Source: an optimization exercise on an open RTL-to-GDS flow (aim: small area, a short achievable clock period and few clock cycles). Production flows keep margins and buffers that such runs may drop.
RTL that was checked went through simulation tests only; none was proved equivalent to the original.
Power figures rest on the tool's default switching activity, not on a simulated workload.

==> flow/design.v <==
module ALUb
	(output wire [7:0] Result,
	 output wire [3:0] NZVC,
	 input  wire [7:0] A, B,
	 input  wire y_b, y_nb, y_one, cin, pen, gen, arith, cinv);
	wire [7:0] Y = (B & {8{y_b}}) | (~B & {8{y_nb}}) | {8{y_one}};
	wire [7:0] p = A ^ Y;
	wire [7:0] g = A & Y;
	wire [8:0] c;
	assign c[0] = cin;
	genvar i;
	generate for (i = 0; i < 8; i = i + 1) begin : chain
		assign c[i+1] = (g[i] & arith) | (p[i] & c[i]);
	end endgenerate
	wire [7:0] lr = (p & {8{pen}}) ^ (g & {8{gen}});
	assign Result = lr ^ c[7:0];
	wire zsum = (p == {A[6:0] | Y[6:0], cin});
	wire z = arith ? zsum : (lr == 8'd0);
	assign NZVC = {Result[7], z, c[8] ^ c[7], c[8] ^ cinv};
endmodule
module cpu
	(output wire [7:0] address,
	 output wire [7:0] to_memory,
	 output wire write,
	 input  wire [7:0] from_memory,
	 input  wire clk, reset);
	localparam [3:0] S_OP = 4'd0, S_IMM = 4'd1, S_DLD = 4'd2, S_DST = 4'd3, S_BR = 4'd4,
	                 S_LD1 = 4'd5, S_LD2 = 4'd6, S_WR = 4'd7, S_HALT = 4'd8;
	reg [7:0] A, B, AR, RP;
	reg [3:0] F;           
	reg [3:0] irl;         
	reg [3:0] st;
	reg aluv, fast, cap, pv;
	wire [7:0] d = from_memory;
	assign address = AR;
	assign write = (st == S_WR);
	assign to_memory = irl[0] ? B : A;
	wire ar_io = &AR[7:5];
	wire rp_io = &RP[7:5];
	wire ar_fastok = ~ar_io & (AR[6:0] != 7'h7F) & (AR != 8'hDF);
	wire rp_fastok = ~rp_io & (RP[6:0] != 7'h7F) & (RP != 8'hDF);
	wire same_rg = (AR[7] == RP[7]) & (ar_io == rp_io);
	wire wants = (st == S_OP) | (st == S_IMM) | (st == S_DLD) | (st == S_DST) | (st == S_BR);
	wire avail = fast | cap | ar_io;
	wire consume = wants & avail;
	wire op_alu = d[6];
	wire op_imm = d[7] & ~d[4] & ~d[0];
	wire op_dld = d[7] & ~d[4] & d[0];
	wire op_dst = d[7] & d[4];
	wire op_br  = d[5];
	wire op_valid = ((d[7:4] == 4'h4) & (d[3:0] >= 4'h2) & (d[3:0] <= 4'hD)) |
	                (d == 8'h86) | (d == 8'h88) | (d == 8'h87) | (d == 8'h89) |
	                (d == 8'h96) | (d == 8'h97) |
	                ((d[7:4] == 4'h2) & (d[3:0] <= 4'h8));
	reg bad;
	reg taken;
	always @(*) begin
		case (irl)
			4'h0: taken = 1'b1;
			4'h1: taken = F[3];
			4'h2: taken = ~F[3];
			4'h3: taken = F[2];
			4'h4: taken = ~F[2];
			4'h5: taken = F[1];
			4'h6: taken = ~F[1];
			4'h7: taken = F[0];
			default: taken = ~F[0];
		endcase
	end
	wire [3:0] o = d[3:0];
	wire dsub = (o == 4'h3);
	wire dinc = (o == 4'h6) | (o == 4'h7);
	wire ddec = (o == 4'h8) | (o == 4'h9);
	wire dadd = (o == 4'h2) | (o == 4'hD);
	wire dand = (o == 4'h4);
	wire dor  = (o == 4'h5);
	wire dnot = (o == 4'hB) | (o == 4'hC);
	reg c_yb, c_ynb, c_yone, c_cin, c_pen, c_gen, c_arith, c_cinv, alu_to_b;
	always @(posedge clk) begin
		c_yb    <= dadd | dand | dor | (o == 4'hA);
		c_ynb   <= dsub;
		c_yone  <= ddec | dnot;
		c_cin   <= dsub | dinc;
		c_pen   <= ~dand;
		c_gen   <= dand | dor;
		c_arith <= dadd | dsub | dinc | ddec;
		c_cinv  <= dsub | ddec;
		alu_to_b <= (o == 4'h7) | (o == 4'h9) | (o == 4'hC) | (o == 4'hD);
	end
	wire [7:0] alu_r;
	wire [3:0] alu_f;
	ALUb alu (.Result(alu_r), .NZVC(alu_f), .A(A), .B(B),
	          .y_b(c_yb), .y_nb(c_ynb), .y_one(c_yone), .cin(c_cin), .pen(c_pen),
	          .gen(c_gen), .arith(c_arith), .cinv(c_cinv));
	wire ld_now = (st == S_IMM & consume) | (st == S_LD1 & ar_io) | (st == S_LD2);
	wire ld_b = ~irl[1];
	wire ret = (st == S_WR) | (st == S_LD1 & ar_io) | (st == S_LD2);
	wire pv_eff = pv & ~((st == S_WR) & same_rg);
	wire ld1_pf = (st == S_LD1) & ~ar_io & same_rg & pv;    
	wire sel_d = consume & ((st == S_DLD) | (st == S_DST) | ((st == S_BR) & taken));
	wire sel_rp = ret | ld1_pf;
	wire step_a = fast | ~avail;
	wire inc = ret ? (pv ? (pv_eff & rp_fastok) : 1'b1) :
	           (wants & (step_a ? ar_fastok : 1'b1));
	wire [7:0] base = sel_rp ? RP : AR;
	wire [7:0] nxt = base + {7'd0, inc};
	always @(posedge clk or negedge reset) begin
		if (!reset) begin
			A <= 8'd0; B <= 8'd0; F <= 4'd0; AR <= 8'd0;
			st <= S_OP; aluv <= 1'b0; fast <= 1'b0; cap <= 1'b0; bad <= 1'b0;
		end else begin
			if (aluv) begin
				F <= alu_f;
				if (alu_to_b) B <= alu_r; else A <= alu_r;
			end
			if (ld_now) begin
				if (ld_b) B <= d; else A <= d;
			end
			aluv <= consume & (st == S_OP) & op_alu;
			AR <= sel_d ? d : nxt;
			if (ret) begin
				fast <= pv_eff & rp_fastok;
				cap <= pv_eff & ~rp_fastok;
			end else if (wants) begin
				fast <= ~sel_d & step_a & ar_fastok;
				cap <= ~sel_d & step_a & ~ar_fastok;
			end
			bad <= consume & (st == S_OP) & ~op_valid;
			if (bad) st <= S_HALT;
			else case (st)
				S_OP:  if (consume)
					st <= op_alu ? S_OP : op_imm ? S_IMM : op_dld ? S_DLD :
					      op_dst ? S_DST : op_br ? S_BR : S_HALT;
				S_IMM, S_BR: if (consume) st <= S_OP;
				S_DLD: if (consume) st <= S_LD1;
				S_DST: if (consume) st <= S_WR;
				S_LD1: st <= ar_io ? S_OP : S_LD2;
				S_LD2, S_WR: st <= S_OP;
				default: ;
			endcase
		end
	end
	always @(posedge clk) begin
		if (consume && st == S_OP) irl <= d[3:0];
		if (consume && (st == S_DLD || st == S_DST)) begin
			RP <= AR;
			pv <= fast;
		end
	end
endmodule
clock: 8.0 ns
lec_check: 0
cap_margin: 20
core_margin: 2
core_utilization: 40
setup_slack_margin: 5.0
slew_margin: 20
run.sh (not shown) runs the stock make flow with config.mk's settings and CLKGATE_MAP_FILE= SYNTH_SCRIPT=/design/flow/synth_recipe.tcl, a recipe that flattens the netlist after the stock synthesis.
Rerun with:
--- a/flow/design.v
+++ b/flow/design.v
@@ -13,11 +13,9 @@
 		assign c[i+1] = (g[i] & arith) | (p[i] & c[i]);
 	end endgenerate
 	wire [7:0] lr = (p & {8{pen}}) ^ (g & {8{gen}});
 	assign Result = lr ^ c[7:0];
-	wire zsum = (p == {A[6:0] | Y[6:0], cin});
-	wire z = arith ? zsum : (lr == 8'd0);
-	assign NZVC = {Result[7], z, c[8] ^ c[7], c[8] ^ cinv};
+	assign NZVC = {Result[7], 1'b0, c[8] ^ c[7], c[8] ^ cinv};
 endmodule
 module cpu
 	(output wire [7:0] address,
 	 output wire [7:0] to_memory,
@@ -27,8 +25,10 @@
 	localparam [3:0] S_OP = 4'd0, S_IMM = 4'd1, S_DLD = 4'd2, S_DST = 4'd3, S_BR = 4'd4,
 	                 S_LD1 = 4'd5, S_LD2 = 4'd6, S_WR = 4'd7, S_HALT = 4'd8;
 	reg [7:0] A, B, AR, RP;
 	reg [3:0] F;           
+	reg zpend, zsrc;
+	wire z_now = zpend ? ~|(zsrc ? B : A) : F[2];
 	reg [3:0] irl;         
 	reg [3:0] st;
 	reg aluv, fast, cap, pv;
 	wire [7:0] d = from_memory;
@@ -58,10 +58,10 @@
 		case (irl)
 			4'h0: taken = 1'b1;
 			4'h1: taken = F[3];
 			4'h2: taken = ~F[3];
-			4'h3: taken = F[2];
-			4'h4: taken = ~F[2];
+			4'h3: taken = z_now;
+			4'h4: taken = ~z_now;
 			4'h5: taken = F[1];
 			4'h6: taken = ~F[1];
 			4'h7: taken = F[0];
 			default: taken = ~F[0];
@@ -94,31 +94,35 @@
 	          .gen(c_gen), .arith(c_arith), .cinv(c_cinv));
 	wire ld_now = (st == S_IMM & consume) | (st == S_LD1 & ar_io) | (st == S_LD2);
 	wire ld_b = ~irl[1];
 	wire ret = (st == S_WR) | (st == S_LD1 & ar_io) | (st == S_LD2);
-	wire pv_eff = pv & ~((st == S_WR) & same_rg);
-	wire ld1_pf = (st == S_LD1) & ~ar_io & same_rg & pv;    
+	wire clob = (st == S_WR) & same_rg;
+	wire pv_eff = pv & ~clob;
+	wire hold = (st == S_LD1) & ~ar_io & ~(same_rg & pv);
 	wire sel_d = consume & ((st == S_DLD) | (st == S_DST) | ((st == S_BR) & taken));
-	wire sel_rp = ret | ld1_pf;
+	wire use_rp = (st == S_LD1) | (st == S_LD2) | (st == S_WR);
 	wire step_a = fast | ~avail;
-	wire inc = ret ? (pv ? (pv_eff & rp_fastok) : 1'b1) :
-	           (wants & (step_a ? ar_fastok : 1'b1));
-	wire [7:0] base = sel_rp ? RP : AR;
-	wire [7:0] nxt = base + {7'd0, inc};
+	wire inc = use_rp ? (ret & (pv ? (pv_eff & rp_fastok) : 1'b1)) :
+	           (wants & (~step_a | ar_fastok));
+	wire [7:0] base = use_rp ? RP : AR;
+	wire [7:0] base1 = base + 8'd1;
+	wire [7:0] nxt = sel_d ? d : hold ? AR : inc ? base1 : base;
 	always @(posedge clk or negedge reset) begin
 		if (!reset) begin
 			A <= 8'd0; B <= 8'd0; F <= 4'd0; AR <= 8'd0;
-			st <= S_OP; aluv <= 1'b0; fast <= 1'b0; cap <= 1'b0; bad <= 1'b0;
+			st <= S_OP; aluv <= 1'b0; fast <= 1'b0; cap <= 1'b0; bad <= 1'b0; zpend <= 1'b0;
 		end else begin
+			zpend <= aluv;
+			if (zpend) F[2] <= z_now;
 			if (aluv) begin
-				F <= alu_f;
+				{F[3], F[1:0]} <= {alu_f[3], alu_f[1:0]};
 				if (alu_to_b) B <= alu_r; else A <= alu_r;
 			end
 			if (ld_now) begin
 				if (ld_b) B <= d; else A <= d;
 			end
 			aluv <= consume & (st == S_OP) & op_alu;
-			AR <= sel_d ? d : nxt;
+			AR <= nxt;
 			if (ret) begin
 				fast <= pv_eff & rp_fastok;
 				cap <= pv_eff & ~rp_fastok;
 			end else if (wants) begin
@@ -140,8 +144,9 @@
 			endcase
 		end
 	end
 	always @(posedge clk) begin
+		zsrc <= alu_to_b;
 		if (consume && st == S_OP) irl <= d[3:0];
 		if (consume && (st == S_DLD || st == S_DST)) begin
 			RP <= AR;
 			pv <= fast;
The new run ran to the end with no violations.
Die area drops by about 2.2%.
Global-route usage came out higher by 1.6 points.
Wire length rises by 2.7%.
Sequential cell count grows by 2.
Sequential share of layout area rose by 1.9 points.
Combinational power went down by 11%.
First-iteration DRC count went down by about 32%.
Worst setup slack is worse by 0.15 ns.
Clock skew hardly moves.
Worst hold slack gets worse by 0.14 ns.
Testbench counts after the change, summed over its fixed seeds: cycles 69,132.
No functional check of the RTL was part of the first run of this note.

[static timing again, ports no longer ideal]
The results above use ideal ports. As a check the final layouts listed here were re-extracted and re-timed, cells and wires unchanged. Step 1, drivers: a clkbuf_16 drives clk and a buf_2 each remaining input, both assumed. Step 2 adds t to the input delays and takes it off the output delays; t is the mean of the earliest and latest rising clock arrival at the registers after step 1. Input paths then give back, and output paths get back, about the clock's delay inside the block. Three values: no drivers, after step 1, after step 2; two values: the first two.
| run | t (ns) | setup WS [ns] | worst setup path at the end |
|---|---|---|---|
| the first run | 0.362 | 5.076 / 5.047 / 4.759 | input to register |
| the second run | 0.373 | 4.926 / 4.893 / 4.746 | input to register |
After both steps setup and hold are still met in every run listed. For the first run, which loses most, drivers alone change the setup slack by -0.029 ns; drivers and shift together by -0.317 ns.
